This design comes from an exercise in tuning for small area on the open sky130 flow, not from production work.
At most, simulation tests tie the RTL to the original design; equivalence was not proved.
The RTL of run 2 was laid out without a check of its function.
Power figures rest on the tool's default switching activity, not on a simulated workload.

==> flow/design.v (outline; a module is shown in full before it is edited, if it fits) <==
// module vga_clkgen: 22 lines
// module vga_vtim: 84 lines
// module vga_tgen: 55 lines
// module vga_colproc: 295 lines
// module vga_fifo: 43 lines
// module vga_fifo_dc: 73 lines
// module vga_pgen: 234 lines
// module vga_csm_pb: 52 lines
// module vga_wb_master: 233 lines
// module vga_wb_slave: 254 lines
// module vga_enh_top: 282 lines
module vga_enh_top (
	wb_clk_i, wb_rst_i, wb_inta_o,
	wbs_adr_i, wbs_dat_i, wbs_dat_o, wbs_sel_i, wbs_we_i, wbs_stb_i, wbs_cyc_i, wbs_ack_o, wbs_rty_o, wbs_err_o,
	wbm_adr_o, wbm_dat_i, wbm_cti_o, wbm_bte_o, wbm_sel_o, wbm_we_o, wbm_stb_o, wbm_cyc_o, wbm_ack_i, wbm_err_i,
	clut_mem_adr_o, clut_mem_we_o, clut_mem_d_o, clut_mem_q_i,
	line_mem_wadr_o, line_mem_we_o, line_mem_d_o, line_mem_radr_o, line_mem_q_i,
	hsync_pad_o, vsync_pad_o, csync_pad_o, blank_pad_o, r_pad_o, g_pad_o, b_pad_o
	);
  // ...
==> flow/run.sh <==
#!/bin/bash
# synth_recipe.tcl (not shown) runs the flow's synth.tcl, then flattens the netlist and writes it again
# the make line also repeats each setting of config.mk as NAME=value (left out here)
make -C /OpenROAD-flow-scripts/flow DESIGN_CONFIG=/design/flow/config.mk WORK_HOME=/design/flow/orfs CLKGATE_MAP_FILE= SYNTH_SCRIPT=/design/flow/synth_recipe.tcl finish
==> flow/config.mk <==
export PLATFORM = sky130hd
export DESIGN_NAME = vga_enh_top
export DESIGN_NICKNAME = vga_enh_top
export VERILOG_FILES = /design/flow/design.v
export SDC_FILE = /design/flow/constraint.sdc
export NUM_CORES = 4
export LEC_CHECK = 0
export CAP_MARGIN = 20
export CORE_MARGIN = 2
export CORE_UTILIZATION = 40
export CTS_BUF_LIST = sky130_fd_sc_hd__clkbuf_16
export CTS_CLUSTER_DIAMETER = 60
export CTS_CLUSTER_SIZE = 20
export SLEW_MARGIN = 20
==> flow/constraint.sdc <==
create_clock -name core_clock -period 10.0 [get_ports {wb_clk_i}]
set_input_delay 2.0000 -clock core_clock [delete_from_list [all_inputs] [get_ports {wb_clk_i}]]
set_output_delay 2.0000 -clock core_clock [all_outputs]
set_load 0.01 [all_outputs]
==> out/results.txt, run 1 <==
largest net degree at the start of global routing: 135
final hold violations: 0
wl on met1: 84400 um
Worst R2R Setup Slack: 6280 ps
post-DP HPWL: 120000 um
Starting Density: 40.3%
Skew-Pair Late Insertion Delay: 790 ps
Synth Area in Simple Gates: 11.2%
overall power: 11.9 mW
Critical path origin: wbs_adr_i[2]
ClkCell Share: 5.60%
First-pass DRT Iterations: 6
Post-Layout Inst Area: 0.0730 mm^2
status: complete, no violations
ANT nets after route: 0
clock power share: 42.2%
Setup TNS: 0 ps
Mapped Cells: 5191
final worst slack: 4060 ps
post-synthesis cell area: 0.0640 mm^2
main combinational cell family by area after synthesis: simple AND/OR/NAND/NOR gates
Gate power share: 2.2%
Non-Filler Instances: 7511
count leader, synth: edfxtp_1
Site Rows: 146
Top pwr grp: sequential cells
biggest registers after layout: wbm.data_fifo.mem: 528 flops, pixel_generator.rgb_mem: 288 flops
non-clock buffer count: 398
layout cells sized above 1: 12.3%
Seq/Total Area, Yosys: 62.2%
internal power: 9.24 mW
fraction of area in multi-input gates: 30.8%
GRT met1 Usage: 33.9%
==> module vga_vtim, before the edit <==
module vga_vtim(clk, ena, rst, Tsync, Tgdel, Tgate, Tlen, Sync, Gate, Done);
	input clk;  
	input ena;  
	input rst;  
	input [ 7:0] Tsync;  
	input [ 7:0] Tgdel;  
	input [15:0] Tgate;  
	input [15:0] Tlen;   
	output Sync;  
	output Gate;  
	output Done;  
	reg Sync;
	reg Gate;
	reg Done;
	reg  [15:0] cnt, cnt_len;
	wire [16:0] cnt_nxt, cnt_len_nxt;
	wire        cnt_done, cnt_len_done;
	assign cnt_nxt = {1'b0, cnt} -17'h1;
	assign cnt_done = cnt_nxt[16];
	assign cnt_len_nxt = {1'b0, cnt_len} -17'h1;
	assign cnt_len_done = cnt_len_nxt[16];
	reg gdel_st, len_st;
	wire idle_st = ~(Sync | gdel_st | Gate | len_st);
	always @(posedge clk)
	  if (rst)
	    begin
	        gdel_st <= 1'b0;
	        len_st  <= 1'b0;
	        cnt     <= 16'h0;
	        cnt_len <= 16'b0;
	        Sync    <= 1'b0;
	        Gate    <= 1'b0;
	        Done    <= 1'b0;
	    end
	  else if (ena)
	    begin
	        cnt     <= cnt_nxt[15:0];
	        cnt_len <= cnt_len_nxt[15:0];
	        Done    <= 1'b0;
	        if (idle_st)
	          begin
	              cnt     <= Tsync;
	              cnt_len <= Tlen;
	              Sync    <= 1'b1;
	          end
	        else if (Sync)
	          begin
	              if (cnt_done)
	                begin
	                    gdel_st <= 1'b1;
	                    cnt     <= Tgdel;
	                    Sync    <= 1'b0;
	                end
	          end
	        else if (gdel_st)
	          begin
	              if (cnt_done)
	                begin
	                    gdel_st <= 1'b0;
	                    cnt     <= Tgate;
	                    Gate    <= 1'b1;
	                end
	          end
	        else if (Gate)
	          begin
	              if (cnt_done)
	                begin
	                    len_st <= 1'b1;
	                    Gate   <= 1'b0;
	                end
	          end
	        else  
	          begin
	              if (cnt_len_done)
	                begin
	                    len_st  <= 1'b0;
	                    cnt     <= Tsync;
	                    cnt_len <= Tlen;
	                    Sync    <= 1'b1;
	                    Done    <= 1'b1;
	                end
	          end
	    end
endmodule
==> module vga_colproc, before the edit <==
module vga_colproc(clk, srst, vdat_buffer_di, ColorDepth, PseudoColor, 
	vdat_buffer_empty, vdat_buffer_rreq, rgb_fifo_full,
	rgb_fifo_wreq, rgb_early_wreq, r, g, b,
	clut_req, clut_ack, clut_offs, clut_q
	);
	input clk;                     
	input srst;                    
	input [31:0] vdat_buffer_di;   
	input [1:0] ColorDepth;        
	input       PseudoColor;       
	input  vdat_buffer_empty;
	output vdat_buffer_rreq;       
	reg    vdat_buffer_rreq;
	input  rgb_fifo_full;
	output rgb_fifo_wreq;
	reg    rgb_fifo_wreq;
	output       rgb_early_wreq;   
	output [7:0] r, g, b;          
	output        clut_req;        
	reg clut_req;
	input         clut_ack;        
	output [ 7:0] clut_offs;       
	reg [7:0] clut_offs;
	input  [23:0] clut_q;          
	reg [31:0] DataBuffer;
	reg [7:0] Ra, Ga, Ba;
	reg [1:0] colcnt;
	reg RGBbuf_wreq;
	always @(posedge clk)
		if (vdat_buffer_rreq)
			DataBuffer <= vdat_buffer_di;
	parameter idle        = 3'd0,
	          fill_buf    = 3'd1,
	          bw_8bpp     = 3'd2,
	          col_8bpp    = 3'd3,
	          col_16bpp_a = 3'd4,
	          col_16bpp_b = 3'd5,
	          col_24bpp   = 3'd6,
	          col_32bpp   = 3'd7;
	reg [2:0] c_state;
	reg [2:0] nxt_state;
	always @(c_state or vdat_buffer_empty or ColorDepth or PseudoColor or rgb_fifo_full or colcnt or clut_ack)
	begin : nxt_state_decoder
		nxt_state = c_state;
		case (c_state)
			idle:
				if (!vdat_buffer_empty && !rgb_fifo_full)
					nxt_state = fill_buf;
			fill_buf:
				case (ColorDepth)
					2'b00: 
						if (PseudoColor)
							nxt_state = col_8bpp;
						else
							nxt_state = bw_8bpp;
					2'b01:
						nxt_state = col_16bpp_a;
					2'b10:
						nxt_state = col_24bpp;
					2'b11:
						nxt_state = col_32bpp;
				endcase
			bw_8bpp:
				if (!rgb_fifo_full && !(|colcnt) )
					if (!vdat_buffer_empty)
						nxt_state = fill_buf;
					else
						nxt_state = idle;
			col_8bpp:
				if (!(|colcnt))
					if (!vdat_buffer_empty && !rgb_fifo_full)
						nxt_state = fill_buf;
					else
						nxt_state = idle;
			col_16bpp_a:
				if (!rgb_fifo_full)
					nxt_state = col_16bpp_b;
			col_16bpp_b:
				if (!rgb_fifo_full)
					if (!vdat_buffer_empty)
						nxt_state = fill_buf;
					else
						nxt_state = idle;
			col_24bpp:
				if (!rgb_fifo_full)
					if (colcnt == 2'h1)  
						nxt_state = col_24bpp;  
					else if (!vdat_buffer_empty)
						nxt_state = fill_buf;
					else
						nxt_state = idle;
			col_32bpp:
				if (!rgb_fifo_full)
					if (!vdat_buffer_empty)
						nxt_state = fill_buf;
					else
						nxt_state = idle;
		endcase
	end  
	always @(posedge clk)
			if (srst)
				c_state <= idle;
			else
				c_state <= nxt_state;
	reg iclut_req;
	reg ivdat_buf_rreq;
	reg [7:0] iR, iG, iB, iRa, iGa, iBa;
	always @(c_state or vdat_buffer_empty or colcnt or DataBuffer or rgb_fifo_full or clut_ack or clut_q or Ba or Ga or Ra)
	begin : output_decoder
		ivdat_buf_rreq = 1'b0;
		RGBbuf_wreq = 1'b0;
		iclut_req = 1'b0;
		iR  = 'h0;
		iG  = 'h0;
		iB  = 'h0;
		iRa = 'h0;
		iGa = 'h0;
		iBa = 'h0;
		case (c_state)
			idle:
				begin
					if (!rgb_fifo_full)
						if (!vdat_buffer_empty)
							ivdat_buf_rreq = 1'b1;
					RGBbuf_wreq = clut_ack;
					iR = clut_q[23:16];
					iG = clut_q[15: 8];
					iB = clut_q[ 7: 0];
				end
			fill_buf:
				begin
					RGBbuf_wreq = clut_ack;
					iR = clut_q[23:16];
					iG = clut_q[15: 8];
					iB = clut_q[ 7: 0];
				end
			bw_8bpp:
			begin
				if (!rgb_fifo_full)
					begin
						RGBbuf_wreq = 1'b1;
						if ( (!vdat_buffer_empty) && !(|colcnt) )
							ivdat_buf_rreq = 1'b1;
					end
				case (colcnt)
					2'b11:
					begin
						iR = DataBuffer[31:24];
						iG = DataBuffer[31:24];
						iB = DataBuffer[31:24];
					end
					2'b10:
					begin
						iR = DataBuffer[23:16];
						iG = DataBuffer[23:16];
						iB = DataBuffer[23:16];
					end
					2'b01:
					begin
						iR = DataBuffer[15:8];
						iG = DataBuffer[15:8];
						iB = DataBuffer[15:8];
					end
					default:
					begin
						iR = DataBuffer[7:0];
						iG = DataBuffer[7:0];
						iB = DataBuffer[7:0];
					end
				endcase
			end
			col_8bpp:
			begin
				if (!(|colcnt))
					if (!vdat_buffer_empty && !rgb_fifo_full)
						ivdat_buf_rreq = 1'b1;
				RGBbuf_wreq = clut_ack;
				iR = clut_q[23:16];
				iG = clut_q[15: 8];
				iB = clut_q[ 7: 0];
				iclut_req = !rgb_fifo_full || (colcnt[1] ^ colcnt[0]);
			end
			col_16bpp_a:
			begin
				if (!rgb_fifo_full)
					RGBbuf_wreq = 1'b1;
				iR[7:3] = DataBuffer[31:27];
				iG[7:2] = DataBuffer[26:21];
				iB[7:3] = DataBuffer[20:16];
			end
			col_16bpp_b:
			begin
				if (!rgb_fifo_full)
					begin
						RGBbuf_wreq = 1'b1;
						if (!vdat_buffer_empty)
							ivdat_buf_rreq = 1'b1;
					end
				iR[7:3] = DataBuffer[15:11];
				iG[7:2] = DataBuffer[10: 5];
				iB[7:3] = DataBuffer[ 4: 0];
			end
			col_24bpp:
			begin
				if (!rgb_fifo_full)
					begin
						RGBbuf_wreq = 1'b1;
						if ( (colcnt != 2'h1) && !vdat_buffer_empty)
							ivdat_buf_rreq = 1'b1;
					end
				case (colcnt)
					2'b11:
					begin
						iR  = DataBuffer[31:24];
						iG  = DataBuffer[23:16];
						iB  = DataBuffer[15: 8];
						iRa = DataBuffer[ 7: 0];
					end
					2'b10:
					begin
						iR  = Ra;
						iG  = DataBuffer[31:24];
						iB  = DataBuffer[23:16];
						iRa = DataBuffer[15: 8];
						iGa = DataBuffer[ 7: 0];
					end
					2'b01:
					begin
						iR  = Ra;
						iG  = Ga;
						iB  = DataBuffer[31:24];
						iRa = DataBuffer[23:16];
						iGa = DataBuffer[15: 8];
						iBa = DataBuffer[ 7: 0];
					end
					default:
					begin
						iR = Ra;
						iG = Ga;
						iB = Ba;
					end
				endcase
			end
			col_32bpp:
			begin
				if (!rgb_fifo_full)
					begin
						RGBbuf_wreq = 1'b1;
						if (!vdat_buffer_empty)
							ivdat_buf_rreq = 1'b1;
					end
				iR[7:0] = DataBuffer[23:16];
				iG[7:0] = DataBuffer[15:8];
				iB[7:0] = DataBuffer[7:0];
			end
		endcase
	end  
	always @(posedge clk)
		begin
			if (RGBbuf_wreq)
				begin
					Ra <= iRa;
					Ba <= iBa;
					Ga <= iGa;
				end
			if (srst)
				begin
					vdat_buffer_rreq <= 1'b0;
					rgb_fifo_wreq <= 1'b0;
					clut_req <= 1'b0;
				end
			else
				begin
					vdat_buffer_rreq <= ivdat_buf_rreq;
					rgb_fifo_wreq <= RGBbuf_wreq;
					clut_req <= iclut_req;
				end
	end
	assign rgb_early_wreq = RGBbuf_wreq;
	assign r = iR;
	assign g = iG;
	assign b = iB;
	always @(colcnt or DataBuffer)
	  case (colcnt)
	      2'b11: clut_offs = DataBuffer[31:24];
	      2'b10: clut_offs = DataBuffer[23:16];
	      2'b01: clut_offs = DataBuffer[15: 8];
	      2'b00: clut_offs = DataBuffer[ 7: 0];
	  endcase
	always @(posedge clk)
	  if (srst)
	    colcnt <= 2'b11;
	  else if (RGBbuf_wreq)
	    colcnt <= colcnt -2'h1;
endmodule
==> module vga_fifo, before the edit <==
module vga_fifo (clk, sclr, wreq, rreq, d, q, nword, empty);
	parameter L  = 15;  
	parameter aw = 4;   
	parameter nw = 5;   
	parameter dw = 8;   
	input           clk;
	input           sclr;   
	input           wreq;
	input           rreq;
	input  [dw-1:0] d;
	output [dw-1:0] q;
	output [nw-1:0] nword;
	output          empty;
	reg [nw-1:0] nword;
	reg          empty;
	reg [aw-1:0] rp, wp;
	wire [aw-1:0] rp_nxt = (rp == L-1) ? {aw{1'b0}} : rp + 1'b1;
	wire [aw-1:0] wp_nxt = (wp == L-1) ? {aw{1'b0}} : wp + 1'b1;
	always @(posedge clk)
	  if (sclr)      rp <= 0;
	  else if (rreq) rp <= rp_nxt;
	always @(posedge clk)
	  if (sclr)      wp <= 0;
	  else if (wreq) wp <= wp_nxt;
	reg [dw-1:0] mem [0:L-1];
	always @(posedge clk)
	  if (wreq)
	    mem[wp] <= d;
	assign q = mem[rp];
	wire aempty = (rp_nxt == wp) & rreq & ~wreq;
	always @(posedge clk)
	  if (sclr)
	    empty <= 1'b1;
	  else
	    empty <= aempty | (empty & ~(wreq ^ rreq));
	always @(posedge clk)
	  if (sclr)
	    nword <= 0;
	  else if (wreq & !rreq)
	    nword <= nword + 1'b1;
	  else if (rreq & !wreq)
	    nword <= nword - 1'b1;
endmodule
==> module vga_fifo_dc, before the edit <==
module vga_fifo_dc (rclk, wclk, rclr, wclr, wreq, d, rreq, q, empty, full,
	mem_waddr_o, mem_we_o, mem_d_o, mem_raddr_o, mem_q_i);
	parameter AWIDTH = 7;   
	parameter DWIDTH = 16;  
	input rclk;              
	input wclk;              
	input rclr;              
	input wclr;              
	input wreq;              
	input [DWIDTH -1:0] d;   
	input rreq;              
	output [DWIDTH -1:0] q;  
	output empty;
	reg empty;
	output full;
	reg full;
	output [AWIDTH -1:0] mem_waddr_o;  
	output               mem_we_o;     
	output [DWIDTH -1:0] mem_d_o;      
	output [AWIDTH -1:0] mem_raddr_o;  
	input  [DWIDTH -1:0] mem_q_i;      
	reg rrst, wrst, swclr, sswclr;
	reg [AWIDTH -1:0] rptr, wptr;
	always @(posedge rclk)
	begin
	    swclr  <= wclr;
	    sswclr <= swclr;
	    rrst   <= sswclr;
	    wrst   <= wclr;
	end
	wire [AWIDTH-1:0] rptr_inc = rptr + 1'h1;
	wire [AWIDTH-1:0] wptr_inc = wptr + 1'h1;
	always @(posedge rclk)
	  if (rrst)
	      rptr <= 0;
	  else if (rreq)
	      rptr <= rptr_inc;
	always @(posedge wclk)
	  if (wrst)
	      wptr <= 0;
	  else if (wreq)
	      wptr <= wptr_inc;
	reg d1, d2;  
	reg e1, e2;  
	always @(posedge rclk)
	begin
	    d1 <= wreq & ~wrst;
	    d2 <= d1;
	    e1 <= rreq & ~rrst;
	    e2 <= e1;
	end
	wire [AWIDTH-1:0] sswptr = wptr - d1 - d2;
	wire [AWIDTH-1:0] ssrptr = rptr - e1 - e2;
	always @(posedge rclk)
	  if (rrst)
	    empty <= 1'b1;
	  else if (rreq)
	    empty <= rptr_inc == sswptr;
	  else
	    empty <= empty & (rptr == sswptr);
	always @(posedge wclk)
	  if (wrst)
	    full <= 1'b0;
	  else if (wreq)
	    full <= (wptr + 2'h2) == ssrptr;
	  else
	    full <= full & (wptr_inc == ssrptr);
	assign mem_waddr_o = wptr;
	assign mem_we_o    = wreq;
	assign mem_d_o     = d;
	assign mem_raddr_o = rptr;
	assign q           = mem_q_i;
endmodule
==> module vga_pgen, before the edit <==
module vga_pgen (
	clk_i, ctrl_ven, ctrl_HSyncL, Thsync, Thgdel, Thgate, Thlen,
	ctrl_VSyncL, Tvsync, Tvgdel, Tvgate, Tvlen, ctrl_CSyncL, ctrl_BlankL,
	eoh, eov,
	ctrl_dvi_odf, ctrl_cd, ctrl_pc,
	fb_data_fifo_rreq, fb_data_fifo_empty, fb_data_fifo_q, ImDoneFifoQ,
	stat_acmp, clut_req, clut_adr, clut_q, clut_ack, ctrl_cbsw, clut_switch,
	cursor_adr,
	cursor0_en, cursor0_res, cursor0_xy, cc0_adr_o, cc0_dat_i,
	cursor1_en, cursor1_res, cursor1_xy, cc1_adr_o, cc1_dat_i,
	line_fifo_wreq, line_fifo_full, line_fifo_d, line_fifo_rreq, line_fifo_q,
	pclk_i,
	pclk_o, hsync_o, vsync_o, csync_o, blank_o, r_o, g_o, b_o
);
	input clk_i;  
	input ctrl_ven;            
	input        ctrl_HSyncL;  
	input [ 7:0] Thsync;       
	input [ 7:0] Thgdel;       
	input [15:0] Thgate;       
	input [15:0] Thlen;        
	input        ctrl_VSyncL;  
	input [ 7:0] Tvsync;       
	input [ 7:0] Tvgdel;       
	input [15:0] Tvgate;       
	input [15:0] Tvlen;        
	input ctrl_CSyncL;         
	input ctrl_BlankL;         
	output eoh;                
	reg eoh;
	output eov;                
	reg eov;
	input  [ 1: 0] ctrl_dvi_odf;
	input  [ 1: 0] ctrl_cd;
	input          ctrl_pc;
	input  [31: 0] fb_data_fifo_q;
	input          fb_data_fifo_empty;
	output         fb_data_fifo_rreq;
	input          ImDoneFifoQ;
	output         stat_acmp;    
	reg stat_acmp;
	output         clut_req;
	output [ 8: 0] clut_adr;
	input  [23: 0] clut_q;
	input          clut_ack;
	input          ctrl_cbsw;    
	output         clut_switch;  
	input  [ 8: 0] cursor_adr;   
	input          cursor0_en;   
	input          cursor0_res;  
	input  [31: 0] cursor0_xy;   
	output [ 3: 0] cc0_adr_o;    
	input  [15: 0] cc0_dat_i;    
	input          cursor1_en;   
	input          cursor1_res;  
	input  [31: 0] cursor1_xy;   
	output [ 3: 0] cc1_adr_o;    
	input  [15: 0] cc1_dat_i;    
	input          line_fifo_full;
	output         line_fifo_wreq;
	output [23: 0] line_fifo_d;
	output         line_fifo_rreq;
	input  [23: 0] line_fifo_q;
	input  pclk_i;             
	output pclk_o;             
	output hsync_o;            
	output vsync_o;            
	output csync_o;            
	output blank_o;            
	output [ 7:0] r_o, g_o, b_o;
	reg       hsync_o, vsync_o, csync_o, blank_o;
	reg [7:0] r_o, g_o, b_o;
	reg nVen;  
	wire eol, eof;
	wire ihsync, ivsync, icsync, iblank;
	wire pclk_ena;
	always @(posedge pclk_i)
	  nVen <= ~ctrl_ven;
	vga_clkgen clk_gen(
	  .pclk_i       ( pclk_i       ),
	  .rst_i        ( nVen         ),
	  .pclk_o       ( pclk_o       ),
	  .dvi_pclk_p_o ( dvi_pclk_p_o ),
	  .dvi_pclk_m_o ( dvi_pclk_m_o ),
	  .pclk_ena_o   ( pclk_ena     )
	);
	vga_tgen vtgen(
		.clk(pclk_i),
		.clk_ena ( pclk_ena    ),
		.rst     ( nVen        ),
		.Thsync  ( Thsync      ),
		.Thgdel  ( Thgdel      ),
		.Thgate  ( Thgate      ),
		.Thlen   ( Thlen       ),
		.Tvsync  ( Tvsync      ),
		.Tvgdel  ( Tvgdel      ),
		.Tvgate  ( Tvgate      ),
		.Tvlen   ( Tvlen       ),
		.eol     ( eol         ),
		.eof     ( eof         ),
		.gate    ( gate        ),
		.hsync   ( ihsync      ),
		.vsync   ( ivsync      ),
		.csync   ( icsync      ),
		.blank   ( iblank      )
	);
	reg seol, seof;    
	reg dseof;         
	always @(posedge clk_i)
	  if (~ctrl_ven)
	    begin
	        seol  <= 1'b0;
	        seof  <= 1'b0;
	        dseof <= 1'b0;
	        eoh   <= 1'b0;
	        eov   <= 1'b0;
	    end
	  else
	    begin
	        seol  <= eol;
	        seof  <= eof;
	        dseof <= seof;
	        eoh   <= seol;
	        eov   <= seof & !dseof;
	    end
	reg hsync, vsync, csync, blank;
	always @(posedge pclk_i)
	    begin
	        hsync <= ihsync ^ ctrl_HSyncL;
	        vsync <= ivsync ^ ctrl_VSyncL;
	        csync <= icsync ^ ctrl_CSyncL;
	        blank <= iblank ^ ctrl_BlankL;
	        hsync_o <= hsync;
	        vsync_o <= vsync;
	        csync_o <= csync;
	        blank_o <= blank;
	    end
	wire [23:0] color_proc_q;            
	wire        color_proc_wreq;
	wire        color_proc_ewreq;
	wire [ 7:0] clut_offs;                
	wire ImDoneFifoQ;
	reg  dImDoneFifoQ, ddImDoneFifoQ;
	wire [23:0] cur1_q;
	wire        cur1_wreq;
	wire [23:0] rgb_fifo_d;
	wire        rgb_fifo_empty, rgb_fifo_full, rgb_fifo_rreq, rgb_fifo_wreq;
	wire sclr = ~ctrl_ven;
	vga_colproc color_proc (
		.clk               ( clk_i               ),
		.srst              ( sclr                ),
		.vdat_buffer_di    ( fb_data_fifo_q      ),  
		.ColorDepth        ( ctrl_cd             ),
		.PseudoColor       ( ctrl_pc             ),
		.vdat_buffer_empty ( fb_data_fifo_empty  ),  
		.vdat_buffer_rreq  ( fb_data_fifo_rreq   ),  
		.rgb_fifo_full     ( rgb_fifo_full       ),
		.rgb_fifo_wreq     ( color_proc_wreq     ),
		.rgb_early_wreq    ( color_proc_ewreq    ),
		.r                 ( color_proc_q[23:16] ),
		.g                 ( color_proc_q[15: 8] ),
		.b                 ( color_proc_q[ 7: 0] ),
		.clut_req          ( clut_req            ),
		.clut_ack          ( clut_ack            ),
		.clut_offs         ( clut_offs           ),
		.clut_q            ( clut_q              )
	);
	always @(posedge clk_i)
	  if (sclr)
	    dImDoneFifoQ <= 1'b0;
	  else if (fb_data_fifo_rreq)
	    dImDoneFifoQ <= ImDoneFifoQ;
	always @(posedge clk_i)
	  if (sclr)
	    ddImDoneFifoQ <= 1'b0;
	  else
	    ddImDoneFifoQ <= dImDoneFifoQ;
	assign clut_switch = ddImDoneFifoQ & !dImDoneFifoQ;
	always @(posedge clk_i)
	  if (sclr)
	    stat_acmp <= 1'b0;
	  else if (ctrl_cbsw)
	    stat_acmp <= stat_acmp ^ clut_switch;   
	assign clut_adr = {stat_acmp, clut_offs};
	assign cur1_wreq = color_proc_wreq;
	assign cur1_q    = color_proc_q;
	assign cc1_adr_o  = 4'h0;
	assign rgb_fifo_wreq = cur1_wreq;
	assign rgb_fifo_d = cur1_q;
	assign cc0_adr_o  = 4'h0;
	reg  [3:0] rgb_fifo_nword;
	reg  [3:0] rgb_rp, rgb_ewp;
	reg        rgb_fifo_empty_r;
	reg [23:0] rgb_mem [0:11];
	wire [3:0] rgb_rp_nxt  = (rgb_rp  == 4'd11) ? 4'd0 : rgb_rp  + 4'd1;
	wire [3:0] rgb_ewp_nxt = (rgb_ewp == 4'd11) ? 4'd0 : rgb_ewp + 4'd1;
	always @(posedge clk_i)
	  if (color_proc_ewreq)
	    rgb_mem[rgb_ewp] <= color_proc_q;
	always @(posedge clk_i)
	  if (sclr)                  rgb_ewp <= 4'd0;
	  else if (color_proc_ewreq) rgb_ewp <= rgb_ewp_nxt;
	always @(posedge clk_i)
	  if (sclr)               rgb_rp <= 4'd0;
	  else if (rgb_fifo_rreq) rgb_rp <= rgb_rp_nxt;
	assign line_fifo_d = rgb_mem[rgb_rp];
	always @(posedge clk_i)
	  if (sclr)
	    rgb_fifo_empty_r <= 1'b1;
	  else
	    rgb_fifo_empty_r <= ((rgb_rp_nxt == rgb_ewp) & rgb_fifo_rreq & ~rgb_fifo_wreq) |
	                        (rgb_fifo_empty_r & ~(rgb_fifo_wreq ^ rgb_fifo_rreq));
	assign rgb_fifo_empty = rgb_fifo_empty_r;
	always @(posedge clk_i)
	  if (sclr)
	    rgb_fifo_nword <= 4'd0;
	  else if (rgb_fifo_wreq & !rgb_fifo_rreq)
	    rgb_fifo_nword <= rgb_fifo_nword + 4'd1;
	  else if (rgb_fifo_rreq & !rgb_fifo_wreq)
	    rgb_fifo_nword <= rgb_fifo_nword - 4'd1;
	assign rgb_fifo_full = rgb_fifo_nword[3];  
	assign line_fifo_rreq = gate & pclk_ena;
	assign rgb_fifo_rreq = ~line_fifo_full & ~rgb_fifo_empty;
	assign line_fifo_wreq = rgb_fifo_rreq;
	wire [7:0] r = line_fifo_q[23:16];
	wire [7:0] g = line_fifo_q[15: 8];
	wire [7:0] b = line_fifo_q[ 7: 0];
	always @(posedge pclk_i)
	  if (pclk_ena) begin
	    r_o <= r;
	    g_o <= g;
	    b_o <= b;
	  end
endmodule
==> run 2: changes to the inputs <==
--- a/flow/design.v
+++ b/flow/design.v
@@ -39,77 +39,75 @@
 	reg Done;
 	reg  [15:0] cnt, cnt_len;
 	wire [16:0] cnt_nxt, cnt_len_nxt;
 	wire        cnt_done, cnt_len_done;
 	assign cnt_nxt = {1'b0, cnt} -17'h1;
 	assign cnt_done = cnt_nxt[16];
 	assign cnt_len_nxt = {1'b0, cnt_len} -17'h1;
 	assign cnt_len_done = cnt_len_nxt[16];
-	reg gdel_st, len_st;
-	wire idle_st = ~(Sync | gdel_st | Gate | len_st);
+	reg [4:0] state;
+	parameter [4:0] idle_state = 5'b00001;
+	parameter [4:0] sync_state = 5'b00010;
+	parameter [4:0] gdel_state = 5'b00100;
+	parameter [4:0] gate_state = 5'b01000;
+	parameter [4:0] len_state  = 5'b10000;
 	always @(posedge clk)
 	  if (rst)
 	    begin
-	        gdel_st <= 1'b0;
-	        len_st  <= 1'b0;
+	        state   <= idle_state;
 	        cnt     <= 16'h0;
 	        cnt_len <= 16'b0;
 	        Sync    <= 1'b0;
 	        Gate    <= 1'b0;
 	        Done    <= 1'b0;
 	    end
 	  else if (ena)
 	    begin
 	        cnt     <= cnt_nxt[15:0];
 	        cnt_len <= cnt_len_nxt[15:0];
 	        Done    <= 1'b0;
-	        if (idle_st)
-	          begin
-	              cnt     <= Tsync;
-	              cnt_len <= Tlen;
-	              Sync    <= 1'b1;
-	          end
-	        else if (Sync)
-	          begin
-	              if (cnt_done)
-	                begin
-	                    gdel_st <= 1'b1;
-	                    cnt     <= Tgdel;
-	                    Sync    <= 1'b0;
-	                end
-	          end
-	        else if (gdel_st)
-	          begin
-	              if (cnt_done)
-	                begin
-	                    gdel_st <= 1'b0;
-	                    cnt     <= Tgate;
-	                    Gate    <= 1'b1;
-	                end
-	          end
-	        else if (Gate)
-	          begin
-	              if (cnt_done)
-	                begin
-	                    len_st <= 1'b1;
-	                    Gate   <= 1'b0;
-	                end
-	          end
-	        else  
-	          begin
-	              if (cnt_len_done)
-	                begin
-	                    len_st  <= 1'b0;
-	                    cnt     <= Tsync;
-	                    cnt_len <= Tlen;
-	                    Sync    <= 1'b1;
-	                    Done    <= 1'b1;
-	                end
-	          end
+	        case (state)
+	          idle_state:
+	            begin
+	                state   <= sync_state;
+	                cnt     <= Tsync;
+	                cnt_len <= Tlen;
+	                Sync    <= 1'b1;
+	            end
+	          sync_state:
+	            if (cnt_done)
+	              begin
+	                  state <= gdel_state;
+	                  cnt   <= Tgdel;
+	                  Sync  <= 1'b0;
+	              end
+	          gdel_state:
+	            if (cnt_done)
+	              begin
+	                  state <= gate_state;
+	                  cnt   <= Tgate;
+	                  Gate  <= 1'b1;
+	              end
+	          gate_state:
+	            if (cnt_done)
+	              begin
+	                  state <= len_state;
+	                  Gate  <= 1'b0;
+	              end
+	          len_state:
+	            if (cnt_len_done)
+	              begin
+	                  state   <= sync_state;
+	                  cnt     <= Tsync;
+	                  cnt_len <= Tlen;
+	                  Sync    <= 1'b1;
+	                  Done    <= 1'b1;
+	              end
+	        endcase
 	    end
 endmodule
  `timescale 1ns / 10ps
 module vga_tgen(
 	clk, clk_ena, rst,
 	Thsync, Thgdel, Thgate, Thlen, Tvsync, Tvgdel, Tvgate, Tvlen,
 	eol, eof, gate, hsync, vsync, csync, blank
 	);
@@ -161,55 +159,55 @@
 	assign eol  = Hdone;
 	assign gate = Hgate & Vgate;
 	assign csync = hsync | vsync;
 	assign blank = ~gate;
 endmodule
  `timescale 1ns / 10ps
 module vga_colproc(clk, srst, vdat_buffer_di, ColorDepth, PseudoColor, 
 	vdat_buffer_empty, vdat_buffer_rreq, rgb_fifo_full,
-	rgb_fifo_wreq, rgb_early_wreq, r, g, b,
+	rgb_fifo_wreq, r, g, b,
 	clut_req, clut_ack, clut_offs, clut_q
 	);
 	input clk;                     
 	input srst;                    
 	input [31:0] vdat_buffer_di;   
 	input [1:0] ColorDepth;        
 	input       PseudoColor;       
 	input  vdat_buffer_empty;
 	output vdat_buffer_rreq;       
 	reg    vdat_buffer_rreq;
 	input  rgb_fifo_full;
 	output rgb_fifo_wreq;
 	reg    rgb_fifo_wreq;
-	output       rgb_early_wreq;   
 	output [7:0] r, g, b;          
+	reg    [7:0] r, g, b;
 	output        clut_req;        
 	reg clut_req;
 	input         clut_ack;        
 	output [ 7:0] clut_offs;       
 	reg [7:0] clut_offs;
 	input  [23:0] clut_q;          
 	reg [31:0] DataBuffer;
 	reg [7:0] Ra, Ga, Ba;
 	reg [1:0] colcnt;
 	reg RGBbuf_wreq;
 	always @(posedge clk)
 		if (vdat_buffer_rreq)
 			DataBuffer <= vdat_buffer_di;
-	parameter idle        = 3'd0,
-	          fill_buf    = 3'd1,
-	          bw_8bpp     = 3'd2,
-	          col_8bpp    = 3'd3,
-	          col_16bpp_a = 3'd4,
-	          col_16bpp_b = 3'd5,
-	          col_24bpp   = 3'd6,
-	          col_32bpp   = 3'd7;
-	reg [2:0] c_state;
-	reg [2:0] nxt_state;
+	parameter idle        = 7'b000_0000, 
+	          fill_buf    = 7'b000_0001,
+	          bw_8bpp     = 7'b000_0010,
+	          col_8bpp    = 7'b000_0100,
+	          col_16bpp_a = 7'b000_1000,
+	          col_16bpp_b = 7'b001_0000,
+	          col_24bpp   = 7'b010_0000,
+	          col_32bpp   = 7'b100_0000;
+	reg [6:0] c_state;    
+	reg [6:0] nxt_state;  
 	always @(c_state or vdat_buffer_empty or ColorDepth or PseudoColor or rgb_fifo_full or colcnt or clut_ack)
 	begin : nxt_state_decoder
 		nxt_state = c_state;
 		case (c_state)
 			idle:
 				if (!vdat_buffer_empty && !rgb_fifo_full)
 					nxt_state = fill_buf;
 			fill_buf:
@@ -418,16 +416,19 @@
 				iR[7:0] = DataBuffer[23:16];
 				iG[7:0] = DataBuffer[15:8];
 				iB[7:0] = DataBuffer[7:0];
 			end
 		endcase
 	end  
 	always @(posedge clk)
 		begin
+			r  <= iR;
+			g  <= iG;
+			b  <= iB;
 			if (RGBbuf_wreq)
 				begin
 					Ra <= iRa;
 					Ba <= iBa;
 					Ga <= iGa;
 				end
 			if (srst)
 				begin
@@ -437,145 +438,226 @@
 				end
 			else
 				begin
 					vdat_buffer_rreq <= ivdat_buf_rreq;
 					rgb_fifo_wreq <= RGBbuf_wreq;
 					clut_req <= iclut_req;
 				end
 	end
-	assign rgb_early_wreq = RGBbuf_wreq;
-	assign r = iR;
-	assign g = iG;
-	assign b = iB;
 	always @(colcnt or DataBuffer)
 	  case (colcnt)
 	      2'b11: clut_offs = DataBuffer[31:24];
 	      2'b10: clut_offs = DataBuffer[23:16];
 	      2'b01: clut_offs = DataBuffer[15: 8];
 	      2'b00: clut_offs = DataBuffer[ 7: 0];
 	  endcase
 	always @(posedge clk)
 	  if (srst)
 	    colcnt <= 2'b11;
 	  else if (RGBbuf_wreq)
 	    colcnt <= colcnt -2'h1;
 endmodule
  `timescale 1ns / 10ps
-module vga_fifo (clk, sclr, wreq, rreq, d, q, nword, empty);
-	parameter L  = 15;  
-	parameter aw = 4;   
-	parameter nw = 5;   
-	parameter dw = 8;   
-	input           clk;
-	input           sclr;   
-	input           wreq;
-	input           rreq;
-	input  [dw-1:0] d;
-	output [dw-1:0] q;
-	output [nw-1:0] nword;
-	output          empty;
-	reg [nw-1:0] nword;
-	reg          empty;
-	reg [aw-1:0] rp, wp;
-	wire [aw-1:0] rp_nxt = (rp == L-1) ? {aw{1'b0}} : rp + 1'b1;
-	wire [aw-1:0] wp_nxt = (wp == L-1) ? {aw{1'b0}} : wp + 1'b1;
-	always @(posedge clk)
-	  if (sclr)      rp <= 0;
-	  else if (rreq) rp <= rp_nxt;
-	always @(posedge clk)
-	  if (sclr)      wp <= 0;
-	  else if (wreq) wp <= wp_nxt;
-	reg [dw-1:0] mem [0:L-1];
+module vga_fifo (
+	clk,
+	aclr,
+	sclr,
+	wreq,
+	rreq,
+	d,
+	q,
+	nword,
+	empty,
+	full,
+	aempty,
+	afull
+	);
+	parameter aw =  3;                          
+	parameter dw =  8;                          
+	input             clk;                      
+	input             aclr;                     
+	input             sclr;                     
+	input             wreq;                     
+	input             rreq;                     
+	input  [dw:1]     d;                        
+	output [dw:1]     q;                        
+	output [aw:0]     nword;                    
+	output            empty;                    
+	output            full;                     
+	output            aempty;                   
+	output            afull;                    
+	reg [aw:0] nword;
+	reg        empty, full;
+	reg  [aw:1] rp, wp;
+	wire [dw:1] ramq;
+	wire fwreq, frreq;
+	function lsb;
+	   input [aw:1] q;
+	   case (aw)
+	       2: lsb = ~q[2];
+	       3: lsb = &q[aw-1:1] ^ ~(q[3] ^ q[2]);
+	       4: lsb = &q[aw-1:1] ^ ~(q[4] ^ q[3]);
+	       5: lsb = &q[aw-1:1] ^ ~(q[5] ^ q[3]);
+	       6: lsb = &q[aw-1:1] ^ ~(q[6] ^ q[5]);
+	       7: lsb = &q[aw-1:1] ^ ~(q[7] ^ q[6]);
+	       8: lsb = &q[aw-1:1] ^ ~(q[8] ^ q[6] ^ q[5] ^ q[4]);
+	       9: lsb = &q[aw-1:1] ^ ~(q[9] ^ q[5]);
+	      10: lsb = &q[aw-1:1] ^ ~(q[10] ^ q[7]);
+	      11: lsb = &q[aw-1:1] ^ ~(q[11] ^ q[9]);
+	      12: lsb = &q[aw-1:1] ^ ~(q[12] ^ q[6] ^ q[4] ^ q[1]);
+	      13: lsb = &q[aw-1:1] ^ ~(q[13] ^ q[4] ^ q[3] ^ q[1]);
+	      14: lsb = &q[aw-1:1] ^ ~(q[14] ^ q[5] ^ q[3] ^ q[1]);
+	      15: lsb = &q[aw-1:1] ^ ~(q[15] ^ q[14]);
+	      16: lsb = &q[aw-1:1] ^ ~(q[16] ^ q[15] ^ q[13] ^ q[4]);
+	   endcase
+	endfunction
+  assign fwreq = wreq;
+  assign frreq = rreq;
+	always @(posedge clk or negedge aclr)
+	  if (~aclr)      rp <= 0;
+	  else if (sclr)  rp <= 0;
+	  else if (frreq) rp <= {rp[aw-1:1], lsb(rp)};
+	always @(posedge clk or negedge aclr)
+	  if (~aclr)      wp <= 0;
+	  else if (sclr)  wp <= 0;
+	  else if (fwreq) wp <= {wp[aw-1:1], lsb(wp)};
+	reg [dw:1] mem [(1<<aw) -1:0];
 	always @(posedge clk)
-	  if (wreq)
+	  if (fwreq)
 	    mem[wp] <= d;
 	assign q = mem[rp];
-	wire aempty = (rp_nxt == wp) & rreq & ~wreq;
-	always @(posedge clk)
-	  if (sclr)
+	assign aempty = (rp[aw-1:1] == wp[aw:2]) & (lsb(rp) == wp[1]) & frreq & ~fwreq;
+	always @(posedge clk or negedge aclr)
+	  if (~aclr)
+	    empty <= 1'b1;
+	  else if (sclr)
 	    empty <= 1'b1;
 	  else
-	    empty <= aempty | (empty & ~(wreq ^ rreq));
-	always @(posedge clk)
-	  if (sclr)
+	    empty <= aempty | (empty & (~fwreq + frreq));
+	assign afull = (wp[aw-1:1] == rp[aw:2]) & (lsb(wp) == rp[1]) & fwreq & ~frreq;
+	always @(posedge clk or negedge aclr)
+	  if (~aclr)
+	    full <= 1'b0;
+	  else if (sclr)
+	    full <= 1'b0;
+	  else
+	    full <= afull | ( full & (~frreq + fwreq) );
+	always @(posedge clk or negedge aclr)
+	  if (~aclr)
 	    nword <= 0;
-	  else if (wreq & !rreq)
-	    nword <= nword + 1'b1;
-	  else if (rreq & !wreq)
-	    nword <= nword - 1'b1;
+	  else if (sclr)
+	    nword <= 0;
+	  else
+	    begin
+	        if (wreq & !rreq)
+	          nword <= nword +1;
+	        else if (rreq & !wreq)
+	          nword <= nword -1;
+	    end
+	always @(posedge clk)
+	  if (full & fwreq)
+	    $display("Writing while FIFO full (%m)\n");
+	always @(posedge clk)
+	  if (empty & frreq)
+	    $display("Reading while FIFO empty (%m)\n");
 endmodule
  `timescale 1ns / 10ps
 module vga_fifo_dc (rclk, wclk, rclr, wclr, wreq, d, rreq, q, empty, full,
 	mem_waddr_o, mem_we_o, mem_d_o, mem_raddr_o, mem_q_i);
 	parameter AWIDTH = 7;   
 	parameter DWIDTH = 16;  
 	input rclk;              
 	input wclk;              
 	input rclr;              
 	input wclr;              
 	input wreq;              
 	input [DWIDTH -1:0] d;   
 	input rreq;              
 	output [DWIDTH -1:0] q;  
-	output empty;
+	output empty;            
 	reg empty;
-	output full;
+	output full;             
 	reg full;
 	output [AWIDTH -1:0] mem_waddr_o;  
 	output               mem_we_o;     
 	output [DWIDTH -1:0] mem_d_o;      
 	output [AWIDTH -1:0] mem_raddr_o;  
 	input  [DWIDTH -1:0] mem_q_i;      
-	reg rrst, wrst, swclr, sswclr;
-	reg [AWIDTH -1:0] rptr, wptr;
+	reg rrst, wrst, srclr, ssrclr, swclr, sswclr;
+	reg [AWIDTH -1:0] rptr, wptr, rptr_gray, wptr_gray;
+	function [AWIDTH:1] bin2gray;
+		input [AWIDTH:1] bin;
+		integer n;
+	begin
+		for (n=1; n<AWIDTH; n=n+1)
+			bin2gray[n] = bin[n+1] ^ bin[n];
+		bin2gray[AWIDTH] = bin[AWIDTH];
+	end
+	endfunction
+	function [AWIDTH:1] gray2bin;
+		input [AWIDTH:1] gray;
+	begin
+		gray2bin = bin2gray(gray);
+	end
+	endfunction
 	always @(posedge rclk)
 	begin
 	    swclr  <= wclr;
 	    sswclr <= swclr;
-	    rrst   <= sswclr;
-	    wrst   <= wclr;
+	    rrst   <= rclr | sswclr;
+	end
+	always @(posedge wclk)
+	begin
+	    srclr  <= rclr;
+	    ssrclr <= srclr;
+	    wrst   <= wclr | ssrclr;
 	end
-	wire [AWIDTH-1:0] rptr_inc = rptr + 1'h1;
-	wire [AWIDTH-1:0] wptr_inc = wptr + 1'h1;
 	always @(posedge rclk)
-	  if (rrst)
-	      rptr <= 0;
-	  else if (rreq)
-	      rptr <= rptr_inc;
+	  if (rrst) begin
+	      rptr      <= 0;
+	      rptr_gray <= 0;
+	  end else if (rreq) begin
+	      rptr      <= rptr +1'h1;
+	      rptr_gray <= bin2gray(rptr +1'h1);
+	  end
 	always @(posedge wclk)
-	  if (wrst)
-	      wptr <= 0;
-	  else if (wreq)
-	      wptr <= wptr_inc;
-	reg d1, d2;  
-	reg e1, e2;  
+	  if (wrst) begin
+	      wptr      <= 0;
+	      wptr_gray <= 0;
+	  end else if (wreq) begin
+	      wptr      <= wptr +1'h1;
+	      wptr_gray <= bin2gray(wptr +1'h1);
+	  end
+	reg [AWIDTH-1:0] srptr_gray, ssrptr_gray;
+	reg [AWIDTH-1:0] swptr_gray, sswptr_gray;
 	always @(posedge rclk)
 	begin
-	    d1 <= wreq & ~wrst;
-	    d2 <= d1;
-	    e1 <= rreq & ~rrst;
-	    e2 <= e1;
+	    swptr_gray  <= wptr_gray;
+	    sswptr_gray <= swptr_gray;
+	end
+	always @(posedge wclk)
+	begin
+	    srptr_gray  <= rptr_gray;
+	    ssrptr_gray <= srptr_gray;
 	end
-	wire [AWIDTH-1:0] sswptr = wptr - d1 - d2;
-	wire [AWIDTH-1:0] ssrptr = rptr - e1 - e2;
 	always @(posedge rclk)
 	  if (rrst)
 	    empty <= 1'b1;
 	  else if (rreq)
-	    empty <= rptr_inc == sswptr;
+	    empty <= bin2gray(rptr +1'h1) == sswptr_gray;
 	  else
-	    empty <= empty & (rptr == sswptr);
+	    empty <= empty & (rptr_gray == sswptr_gray);
 	always @(posedge wclk)
 	  if (wrst)
 	    full <= 1'b0;
 	  else if (wreq)
-	    full <= (wptr + 2'h2) == ssrptr;
+	    full <= bin2gray(wptr +2'h2) == ssrptr_gray;
 	  else
-	    full <= full & (wptr_inc == ssrptr);
+	    full <= full & (bin2gray(wptr + 2'h1) == ssrptr_gray);
 	assign mem_waddr_o = wptr;
 	assign mem_we_o    = wreq;
 	assign mem_d_o     = d;
 	assign mem_raddr_o = rptr;
 	assign q           = mem_q_i;
 endmodule
  `timescale 1ns / 10ps
 module vga_pgen (
@@ -680,49 +762,50 @@
 		.eof     ( eof         ),
 		.gate    ( gate        ),
 		.hsync   ( ihsync      ),
 		.vsync   ( ivsync      ),
 		.csync   ( icsync      ),
 		.blank   ( iblank      )
 	);
 	reg seol, seof;    
-	reg dseof;         
+	reg dseol, dseof;  
 	always @(posedge clk_i)
 	  if (~ctrl_ven)
 	    begin
 	        seol  <= 1'b0;
+	        dseol <= 1'b0;
 	        seof  <= 1'b0;
 	        dseof <= 1'b0;
 	        eoh   <= 1'b0;
 	        eov   <= 1'b0;
 	    end
 	  else
 	    begin
 	        seol  <= eol;
+	        dseol <= seol;
 	        seof  <= eof;
 	        dseof <= seof;
-	        eoh   <= seol;
+	        eoh   <= seol & !dseol;
 	        eov   <= seof & !dseof;
 	    end
 	reg hsync, vsync, csync, blank;
 	always @(posedge pclk_i)
 	    begin
 	        hsync <= ihsync ^ ctrl_HSyncL;
 	        vsync <= ivsync ^ ctrl_VSyncL;
 	        csync <= icsync ^ ctrl_CSyncL;
 	        blank <= iblank ^ ctrl_BlankL;
 	        hsync_o <= hsync;
 	        vsync_o <= vsync;
 	        csync_o <= csync;
 	        blank_o <= blank;
 	    end
 	wire [23:0] color_proc_q;            
 	wire        color_proc_wreq;
-	wire        color_proc_ewreq;
 	wire [ 7:0] clut_offs;                
 	wire ImDoneFifoQ;
 	reg  dImDoneFifoQ, ddImDoneFifoQ;
 	wire [23:0] cur1_q;
 	wire        cur1_wreq;
 	wire [23:0] rgb_fifo_d;
 	wire        rgb_fifo_empty, rgb_fifo_full, rgb_fifo_rreq, rgb_fifo_wreq;
 	wire sclr = ~ctrl_ven;
@@ -731,17 +814,16 @@
 		.srst              ( sclr                ),
 		.vdat_buffer_di    ( fb_data_fifo_q      ),  
 		.ColorDepth        ( ctrl_cd             ),
 		.PseudoColor       ( ctrl_pc             ),
 		.vdat_buffer_empty ( fb_data_fifo_empty  ),  
 		.vdat_buffer_rreq  ( fb_data_fifo_rreq   ),  
 		.rgb_fifo_full     ( rgb_fifo_full       ),
 		.rgb_fifo_wreq     ( color_proc_wreq     ),
-		.rgb_early_wreq    ( color_proc_ewreq    ),
 		.r                 ( color_proc_q[23:16] ),
 		.g                 ( color_proc_q[15: 8] ),
 		.b                 ( color_proc_q[ 7: 0] ),
 		.clut_req          ( clut_req            ),
 		.clut_ack          ( clut_ack            ),
 		.clut_offs         ( clut_offs           ),
 		.clut_q            ( clut_q              )
 	);
@@ -763,46 +845,31 @@
 	    stat_acmp <= stat_acmp ^ clut_switch;   
 	assign clut_adr = {stat_acmp, clut_offs};
 	assign cur1_wreq = color_proc_wreq;
 	assign cur1_q    = color_proc_q;
 	assign cc1_adr_o  = 4'h0;
 	assign rgb_fifo_wreq = cur1_wreq;
 	assign rgb_fifo_d = cur1_q;
 	assign cc0_adr_o  = 4'h0;
-	reg  [3:0] rgb_fifo_nword;
-	reg  [3:0] rgb_rp, rgb_ewp;
-	reg        rgb_fifo_empty_r;
-	reg [23:0] rgb_mem [0:11];
-	wire [3:0] rgb_rp_nxt  = (rgb_rp  == 4'd11) ? 4'd0 : rgb_rp  + 4'd1;
-	wire [3:0] rgb_ewp_nxt = (rgb_ewp == 4'd11) ? 4'd0 : rgb_ewp + 4'd1;
-	always @(posedge clk_i)
-	  if (color_proc_ewreq)
-	    rgb_mem[rgb_ewp] <= color_proc_q;
-	always @(posedge clk_i)
-	  if (sclr)                  rgb_ewp <= 4'd0;
-	  else if (color_proc_ewreq) rgb_ewp <= rgb_ewp_nxt;
-	always @(posedge clk_i)
-	  if (sclr)               rgb_rp <= 4'd0;
-	  else if (rgb_fifo_rreq) rgb_rp <= rgb_rp_nxt;
-	assign line_fifo_d = rgb_mem[rgb_rp];
-	always @(posedge clk_i)
-	  if (sclr)
-	    rgb_fifo_empty_r <= 1'b1;
-	  else
-	    rgb_fifo_empty_r <= ((rgb_rp_nxt == rgb_ewp) & rgb_fifo_rreq & ~rgb_fifo_wreq) |
-	                        (rgb_fifo_empty_r & ~(rgb_fifo_wreq ^ rgb_fifo_rreq));
-	assign rgb_fifo_empty = rgb_fifo_empty_r;
-	always @(posedge clk_i)
-	  if (sclr)
-	    rgb_fifo_nword <= 4'd0;
-	  else if (rgb_fifo_wreq & !rgb_fifo_rreq)
-	    rgb_fifo_nword <= rgb_fifo_nword + 4'd1;
-	  else if (rgb_fifo_rreq & !rgb_fifo_wreq)
-	    rgb_fifo_nword <= rgb_fifo_nword - 4'd1;
+	wire [4:0] rgb_fifo_nword;
+	vga_fifo #(4, 24) rgb_fifo (
+		.clk    ( clk_i          ),
+		.aclr   ( 1'b1           ),
+		.sclr   ( sclr           ),
+		.d      ( rgb_fifo_d     ),
+		.wreq   ( rgb_fifo_wreq  ),
+		.q      ( line_fifo_d    ),
+		.rreq   ( rgb_fifo_rreq  ),
+		.empty  ( rgb_fifo_empty ),
+		.nword  ( rgb_fifo_nword ),
+		.full   ( ),
+		.aempty ( ),
+		.afull  ( )
+	);
 	assign rgb_fifo_full = rgb_fifo_nword[3];  
 	assign line_fifo_rreq = gate & pclk_ena;
 	assign rgb_fifo_rreq = ~line_fifo_full & ~rgb_fifo_empty;
 	assign line_fifo_wreq = rgb_fifo_rreq;
 	wire [7:0] r = line_fifo_q[23:16];
 	wire [7:0] g = line_fifo_q[15: 8];
 	wire [7:0] b = line_fifo_q[ 7: 0];
 	always @(posedge pclk_i)
@@ -874,22 +941,26 @@
 	cursor_adr, cursor0_ba, cursor1_ba, cursor0_ld, cursor1_ld,
 	fb_data_fifo_rreq, fb_data_fifo_q, fb_data_fifo_empty);
 	input         clk_i;     
 	input         rst_i;     
 	input         nrst_i;    
 	output        cyc_o;     
 	reg cyc_o;
 	output        stb_o;     
+	reg stb_o;
 	output [ 2:0] cti_o;     
 	reg [2:0] cti_o;
 	output [ 1:0] bte_o;     
+	reg [1:0] bte_o;
 	output        we_o;      
+	reg we_o;
 	output [31:0] adr_o;     
 	output [ 3:0] sel_o;     
+	reg [3:0] sel_o;
 	input         ack_i;     
 	input         err_i;     
 	input [31:0]  dat_i;     
 	output        sint;      
 	input       ctrl_ven;    
 	input [1:0] ctrl_cd;     
 	input [1:0] ctrl_vbl;    
 	input       ctrl_vbsw;   
@@ -946,16 +1017,30 @@
 	assign sint = err_i;  
 	assign vmem_switch = ImDoneStrb;
 	always @(posedge clk_i)
 	  if (sclr)
 	    sel_VBA <= 1'b0;
 	  else if (ctrl_vbsw)
 	    sel_VBA <= sel_VBA ^ vmem_switch;   
 	assign stat_avmp = sel_VBA;  
+	vga_fifo #(4, 1) clut_sw_fifo (
+		.clk    ( clk_i             ),
+		.aclr   ( 1'b1              ),
+		.sclr   ( sclr              ),
+		.d      ( ImDone            ),
+		.wreq   ( vmem_ack          ),
+		.q      ( ImDoneFifoQ       ),
+		.rreq   ( fb_data_fifo_rreq ),
+		.nword  ( ),
+		.empty  ( ),
+		.full   ( ),
+		.aempty ( ),
+		.afull  ( )
+	);
 	wire [3:0] burst_cnt_val;
 	assign burst_cnt_val = {1'b0, burst_cnt} -4'h1;
 	assign burst_done = burst_cnt_val[3];
 	always @(posedge clk_i)
 	  if ( (burst_done & vmem_ack) | !vmem_acc)
 	    case (ctrl_vbl)
 	      2'b00: burst_cnt <= 3'b000;  
 	      2'b01: burst_cnt <= 3'b001;  
@@ -1058,49 +1143,67 @@
 	    cursor_adr <= 9'h0;
 	  else if (cur_ack)
 	    cursor_adr <= next_cursor_adr;
 	assign cursor1_we = cur_ack & !cur_acc_sel;
 	assign cursor0_we = cur_ack &  cur_acc_sel;
 	assign adr_o = cur_acc ? {cursor_ba, cursor_adr, 2'b00} : {vmemA, 2'b00};
 	wire wb_cycle = vmem_acc & !(burst_done & vmem_ack & !vmem_req) & !ImDone ||
 	                cur_acc & !cur_done;
-	always @(posedge clk_i)
+	always @(posedge clk_i or negedge nrst_i)
+	  if (!nrst_i)
+	    begin
+	        cyc_o <= 1'b0;
+	        stb_o <= 1'b0;
+	        sel_o <= 4'b1111;
+	        cti_o <= 3'b000;
+	        bte_o <= 2'b00;
+	        we_o  <= 1'b0;
+	    end
+	  else
 	    if (rst_i)
 	      begin
 	          cyc_o <= 1'b0;
+	          stb_o <= 1'b0;
+	          sel_o <= 4'b1111;
 	          cti_o <= 3'b000;
+	          bte_o <= 2'b00;
+	          we_o  <= 1'b0;
 	      end
 	    else
 	      begin
 	          cyc_o <= wb_cycle;
+	          stb_o <= wb_cycle;
+	          sel_o <= 4'b1111;    
 	          if (wb_cycle) begin
 	            if (cur_acc)
 	              cti_o <= &next_cursor_adr[8:0] ? 3'b111 : 3'b010;
 	            else if (ctrl_vbl == 2'b00)
 	              cti_o <= 3'b000;
 	            else if (vmem_ack)
 	              cti_o <= (burst_cnt == 3'h1) ? 3'b111 : 3'b010;
 	          end else
 	            cti_o <= (ctrl_vbl == 2'b00) ? 3'b000 : 3'b010;
+	          bte_o <= 2'b00;      
+	          we_o  <= 1'b0;       
 	      end
-	assign stb_o = cyc_o;
-	assign sel_o = 4'b1111;
-	assign bte_o = 2'b00;
-	assign we_o  = 1'b0;
 	wire [4:0] fb_data_fifo_nword;
-	vga_fifo #(.L(16), .aw(4), .nw(5), .dw(33)) data_fifo (
+	vga_fifo #(4, 32) data_fifo (
 		.clk    ( clk_i              ),
+		.aclr   ( 1'b1               ),
 		.sclr   ( sclr               ),
-		.d      ( {ImDone, dat_i}    ),
+		.d      ( dat_i              ),
 		.wreq   ( vmem_ack           ),
-		.q      ( {ImDoneFifoQ, fb_data_fifo_q} ),
+		.q      ( fb_data_fifo_q     ),
 		.rreq   ( fb_data_fifo_rreq  ),
 		.nword  ( fb_data_fifo_nword ),
-		.empty  ( fb_data_fifo_empty )
+		.empty  ( fb_data_fifo_empty ),
+		.full   ( ), 
+		.aempty ( ),
+		.afull  ( )
 	);
 	assign vmem_req = ~fb_data_fifo_nword[4] & ~fb_data_fifo_nword[3];
 endmodule
  `timescale 1ns / 10ps
 module vga_wb_slave(
 	clk_i, rst_i, arst_i, adr_i, dat_i, dat_o, sel_i, we_i, stb_i, cyc_i, ack_o, rty_o, err_o, inta_o,
 	wbm_busy, dvi_odf, bl, csl, vsl, hsl, pc, cd, vbl, cbsw, vbsw, ven, avmp, acmp,
 	cursor0_res, cursor0_en, cursor0_xy, cursor0_ba, cursor0_ld, cc0_adr_i, cc0_dat_o,
@@ -1214,19 +1317,31 @@
 	assign cc0_acc  = (REG_ADR[REG_ADR_HIBIT:3] == CCR0_ADR[REG_ADR_HIBIT:3]) & acc & acc32;
 	assign cc1_acc  = (REG_ADR[REG_ADR_HIBIT:3] == CCR1_ADR[REG_ADR_HIBIT:3]) & acc & acc32;
 	always @(posedge clk_i)
 	  ack_o <= ((reg_acc & acc32) | clut_ack) & ~(wbm_busy & REG_ADR == CTRL_ADR) & ~ack_o ;
 	always @(posedge clk_i)
 	  rty_o <= ((reg_acc & acc32) | clut_ack) & (wbm_busy & REG_ADR == CTRL_ADR) & ~rty_o ;
 	always @(posedge clk_i)
 	  err_o <= acc & ~acc32 & ~err_o;
-	always @(posedge clk_i)
+	always @(posedge clk_i or negedge arst_i)
 	begin : gen_regs
-	  if (rst_i)
+	  if (!arst_i)
+	    begin
+	        htim       <= 0;
+	        vtim       <= 0;
+	        hvlen      <= 0;
+	        VBARa      <= 0;
+	        VBARb      <= 0;
+	        cursor0_xy <= 0;
+	        cursor0_ba <= 0;
+	        cursor1_xy <= 0;
+	        cursor1_ba <= 0;
+	    end
+	  else if (rst_i)
 	    begin
 	        htim       <= 0;
 	        vtim       <= 0;
 	        hvlen      <= 0;
 	        VBARa      <= 0;
 	        VBARb      <= 0;
 	        cursor0_xy <= 0;
 	        cursor0_ba <= 0;
@@ -1246,59 +1361,56 @@
 	        C1BAR_ADR : cursor1_ba <= dat_i[31:11];
 	    endcase
 	end
 	always @(posedge clk_i)
 	  begin
 	     cursor0_ld <= reg_wacc && (adr_i == C0BAR_ADR);
 	     cursor1_ld <= reg_wacc && (adr_i == C1BAR_ADR);
 	  end
-	always @(posedge clk_i)
-	  if (rst_i)
+	always @(posedge clk_i or negedge arst_i)
+	  if (!arst_i)
+	    ctrl <= 0;
+	  else if (rst_i)
 	    ctrl <= 0;
 	  else if (reg_wacc & (REG_ADR == CTRL_ADR) & ~wbm_busy )
 	    ctrl <= dat_i;
 	  else begin
 	    ctrl[6] <= ctrl[6] & !cbsint_in;
 	    ctrl[5] <= ctrl[5] & !vbsint_in;
 	  end
-	reg [17:16] stat_pg;
-	reg [ 7: 4] stat_int;
-	reg [ 1: 0] stat_err;
-	always @(posedge clk_i)
-	  if (rst_i)
-	    begin
-	        stat_pg  <= 0;
-	        stat_int <= 0;
-	        stat_err <= 0;
-	    end
+	always @(posedge clk_i or negedge arst_i)
+	  if (!arst_i)
+	    stat <= 0;
+	  else if (rst_i)
+	    stat <= 0;
 	  else begin
-	    stat_pg[17] <= acmp;
-	    stat_pg[16] <= avmp;
+	        stat[21] <= 1'b0;
+	        stat[20] <= 1'b0;
+	    stat[17] <= acmp;
+	    stat[16] <= avmp;
 	    if (reg_wacc & (REG_ADR == STAT_ADR) )
 	      begin
-	          stat_int[7] <= cbsint_in | (stat_int[7] & !dat_i[7]);
-	          stat_int[6] <= vbsint_in | (stat_int[6] & !dat_i[6]);
-	          stat_int[5] <= hint_in   | (stat_int[5] & !dat_i[5]);
-	          stat_int[4] <= vint_in   | (stat_int[4] & !dat_i[4]);
-	          stat_err[1] <= luint_in;
-	          stat_err[0] <= sint_in   | (stat_err[0] & !dat_i[0]);
+	          stat[7] <= cbsint_in | (stat[7] & !dat_i[7]);
+	          stat[6] <= vbsint_in | (stat[6] & !dat_i[6]);
+	          stat[5] <= hint_in   | (stat[5] & !dat_i[5]);
+	          stat[4] <= vint_in   | (stat[4] & !dat_i[4]);
+	          stat[1] <= luint_in  | (stat[3] & !dat_i[1]);
+	          stat[0] <= sint_in   | (stat[0] & !dat_i[0]);
 	      end
 	    else
 	      begin
-	          stat_int[7] <= stat_int[7] | cbsint_in;
-	          stat_int[6] <= stat_int[6] | vbsint_in;
-	          stat_int[5] <= stat_int[5] | hint_in;
-	          stat_int[4] <= stat_int[4] | vint_in;
-	          stat_err[1] <= stat_err[1] | luint_in;
-	          stat_err[0] <= stat_err[0] | sint_in;
+	          stat[7] <= stat[7] | cbsint_in;
+	          stat[6] <= stat[6] | vbsint_in;
+	          stat[5] <= stat[5] | hint_in;
+	          stat[4] <= stat[4] | vint_in;
+	          stat[1] <= stat[1] | luint_in;
+	          stat[0] <= stat[0] | sint_in;
 	      end
 	  end
-	always @(stat_pg or stat_int or stat_err)
-	  stat = {14'h0, stat_pg, 8'h0, stat_int, 2'b00, stat_err};
 	assign dvi_odf     = ctrl[29:28];
 	assign cursor1_res = ctrl[25];
 	assign cursor1_en  = ctrl[24];
 	assign cursor0_res = ctrl[23];
 	assign cursor0_en  = ctrl[20];
 	assign bl          = ctrl[15];
 	assign csl         = ctrl[14];
 	assign vsl         = ctrl[13];
==> flow/config.mk (replaced) <==
export PLATFORM = sky130hd
export DESIGN_NAME = vga_enh_top
export DESIGN_NICKNAME = vga_enh_top
export VERILOG_FILES = /design/flow/design.v
export SDC_FILE = /design/flow/constraint.sdc
export NUM_CORES = 4
export LEC_CHECK = 0
export CAP_MARGIN = 20
export CORE_MARGIN = 2
export CORE_UTILIZATION = 40
export SLEW_MARGIN = 20
==> out/results.txt, run 2 <==
status: complete, no violations (unchanged)
final worst slack: 3990 ps (was 4060 ps)
Die Wd: 420 um (was 404 um)
Clock Skew: 45.1 ps (was 82.4 ps)
VDD IR max: 161 uV (was 170 uV)
Post-Layout Inst Area: 0.0806 mm^2 (was 0.0730 mm^2)
synthesized flop and latch total: 1678 (was 1507)
CP arrival: 4010 ps (was 3940 ps)
number of flops mapped to enable cells by yosys: 1055 (was 959)
worst slew pin tran: 1170 ps (was 1280 ps)
Req. time, crit path: 8000 ps (about the same)
layout cells sized above 1: 13.8% (was 12.3%)
overall power: 14.1 mW (was 11.9 mW)
Skew-Pair Late Insertion Delay: 810 ps (was 790 ps)
CTS tree: yes (unchanged)
post-synth top area share: 45.8% (was 45.0%)
Leak: 25.7 nW (was 23.2 nW)
First-pass DRT Iterations: 12 (was 6)
Final Cycle Share: 60.1% (was 59.4%)
Top Ports: 316 (unchanged)
post-DP HPWL: 130000 um (was 120000 um)
cell taking the most area after synthesis: edfxtp_1 (unchanged)
met3 wire length: 13700 um (was 18000 um)
die area: 0.176 mm^2 (was 0.163 mm^2)
count leader, synth: edfxtp_1 (unchanged)
number of flip-flops in the largest register: 512 (was 528)
total routed wirelength: 205000 um (was 191000 um)
DP Worst Slack: 4000 ps (was 3970 ps)
CP max-delay cell: clkdlybuf4s50_1 (unchanged)
Mapped Cells: 5357 (was 5191)
post-cts sizing count: 0 (unchanged)
DP Area: 0.0747 mm^2 (was 0.0689 mm^2)
wl on met1: 83300 um (was 84400 um)
biggest registers after layout: wbm.data_fifo.mem: 512 flops, pixel_generator.rgb_fifo.mem: 384 flops (was wbm.data_fifo.mem: 528 flops, pixel_generator.rgb_mem: 288 flops)
WL/cell: 25.5 um (was 25.4 um)
ANT nets after route: 0 (unchanged)
largest net degree at the start of global routing: 137 (was 135)
Tmin final: 6010 ps (was 5940 ps)
post-synthesis cell area: 0.0692 mm^2 (was 0.0640 mm^2)
CP Cell Sequence: clkdlybuf4s50_1 > nand2_1 > o31ai_1 > clkdlybuf4s50_1 (unchanged)
GRT Util Overall: 22.9% (about the same)
most common library cell in the layout ignoring fill and taps: edfxtp_1 (unchanged)
initial antenna violation count: 17 (was 21)
DR iter-0 viols: 5137 (was 5056)
number of global-route vias before repair: 43700 (was 40900)
Biggest register: wbm.data_fifo.mem (unchanged)
NumNets Final: 5746 (was 5519)
Starting Density: 40.3% (about the same)
Clk pin slew, worst setup/hold paths: 50 ps (was 60 ps)
Post-synth ARST share: 0% (unchanged)
Crit path largest cell delay: 980 ps (was 770 ps)
Die Ht: 420 um (was 404 um)
final global-route overflow total: 0 (unchanged)
Setup TNS: 0 ps (unchanged)
Netlist cell types: 83 (was 89)
HP Class: flip-flop to flip-flop (unchanged)
dominant cells by area after synthesis: edfxtp_1 (46%), dfxtp_1 (18%), mux4_2 (9.3%) (was edfxtp_1 (45%), dfxtp_1 (17%), mux4_2 (8.3%))
final hold slack: 323 ps (was 326 ps)
relative slew slack: 21.5% (was 14.8%)
final hold violations: 0 (unchanged)
Non-Filler Instances: 8030 (was 7511)
cell count after placement: 7697 (was 7288)
Core Area: 0.172 mm^2 (was 0.159 mm^2)
Site Rows: 152 (was 146)
routability cong.: 0.928 (was 0.907)
CTS max path bufs: 3 (unchanged)
YS warnings: 19 (was 17)
Seq/Total Area, Yosys: 63.8% (was 62.2%)
CTS hold repair buffers: 0 (unchanged)
Min-Delay Path Depth: 0 (unchanged)
post-CTS repair timing setup buffer count: 0 (unchanged)
[run 2: changes by cell type after synthesis, sizes merged, moves of 20 or more]
cell	previous run	this run
buf	115	56
clkbuf	264	338
a21oi	472	429
o21ai	166	127
mux2i	68	48
edfxtp	959	1055
mux4	237	285
dfxtp	548	623
nand2	930	890
[run 2: cell type report]
cell class                      count  area, um^2
Clock buffer                      243        4970
Multi-Input combinational cell   3233       23500
Inverter                           59         221
Clock inverter                     79         802
Tap cell                         2310        2890
Sequential cell                  1678       44200
Timing Repair Buffer              420        3970
Antenna cell                        8        20.0
Fill cell                       15100       91100
[run 2: logic make-up after synthesis]
logic type / after synthesis / synth area share, %
flops: 1678 / 63.8
simple gates: 1603 / 10.4
compound gates: 1011 / 9.36
buf+inv: 453 / 2.55
mux: 386 / 10.8
xor+xnor: 182 / 2.30
fa+ha+maj: 42 / 0.781
other cells: 2 / 0.0109
[run 2: metal layers]
layer | vias up | global-route usage [%]
li1 | 20500 | -
met1 | 22900 | 29.9
met2 | 1836 | 37.4
met3 | 370 | 3.63
met4 | 2 | 10.5
met5 | - | 0
[run 2: report_power, final]
part	switching [mW]	total [mW]	internal [mW]
Sequential	0.0256	7.38	7.35
Clock	2.77	6.52	3.75
Combinational	0.156	0.248	0.0918
[run 2: worst max-delay path: cells and delay by family]
family / cells / cell delay (ps)
simple gates: 1 / 110
buf+inv: 2 / 1660
compound gates: 1 / 250
[run 2: final timing paths]
path	slack [ps]	from	end
setup / recovery	3990	wbs_adr_i[2]	clut_mem_adr_o[0]
hold / removal	320	line_fifo.swptr_gray[3]	line_fifo.sswptr_gray[3]
setup reg to reg	6400	wbm.data_fifo.rp[1]	pixel_generator.color_proc.DataBuffer[7]
hold reg to reg	320	line_fifo.swptr_gray[3]	line_fifo.sswptr_gray[3]

## what the ideal ports hide
How much do the figures lean on ideal ports? The routed layouts below were timed once more, with nothing changed but the port constraints.
Step 1 sets driving cells, clkbuf_16 on the clock port and buf_2 on the other inputs (assumed; they add their load-dependent delay and slew).
Step 2, shift: input delay + t, output delay - t, t = (earliest + latest rising clock arrival at the registers) / 2. This alone moves slack from input paths to output paths.
Slacks: ideal ports / drivers / drivers and shift; pairs: ideal ports / drivers.
| run | t (ns) | setup WS [ns] | hold WS [ns] | worst slew at a driven data input, ns |
|---|---|---|---|---|
| run 1 | 0.831 | 4.064 / 3.978 / 3.954 | 0.326 / 0.326 / 0.326 | 0.19 |
| run 2 | 0.875 | 3.990 / 3.829 / 3.829 | 0.323 / 0.323 / 0.323 | 0.21 |
After both steps setup and hold are still met in every run listed. For run 2, which loses most, drivers alone change the setup slack by -0.161 ns; drivers and shift together by -0.161 ns.
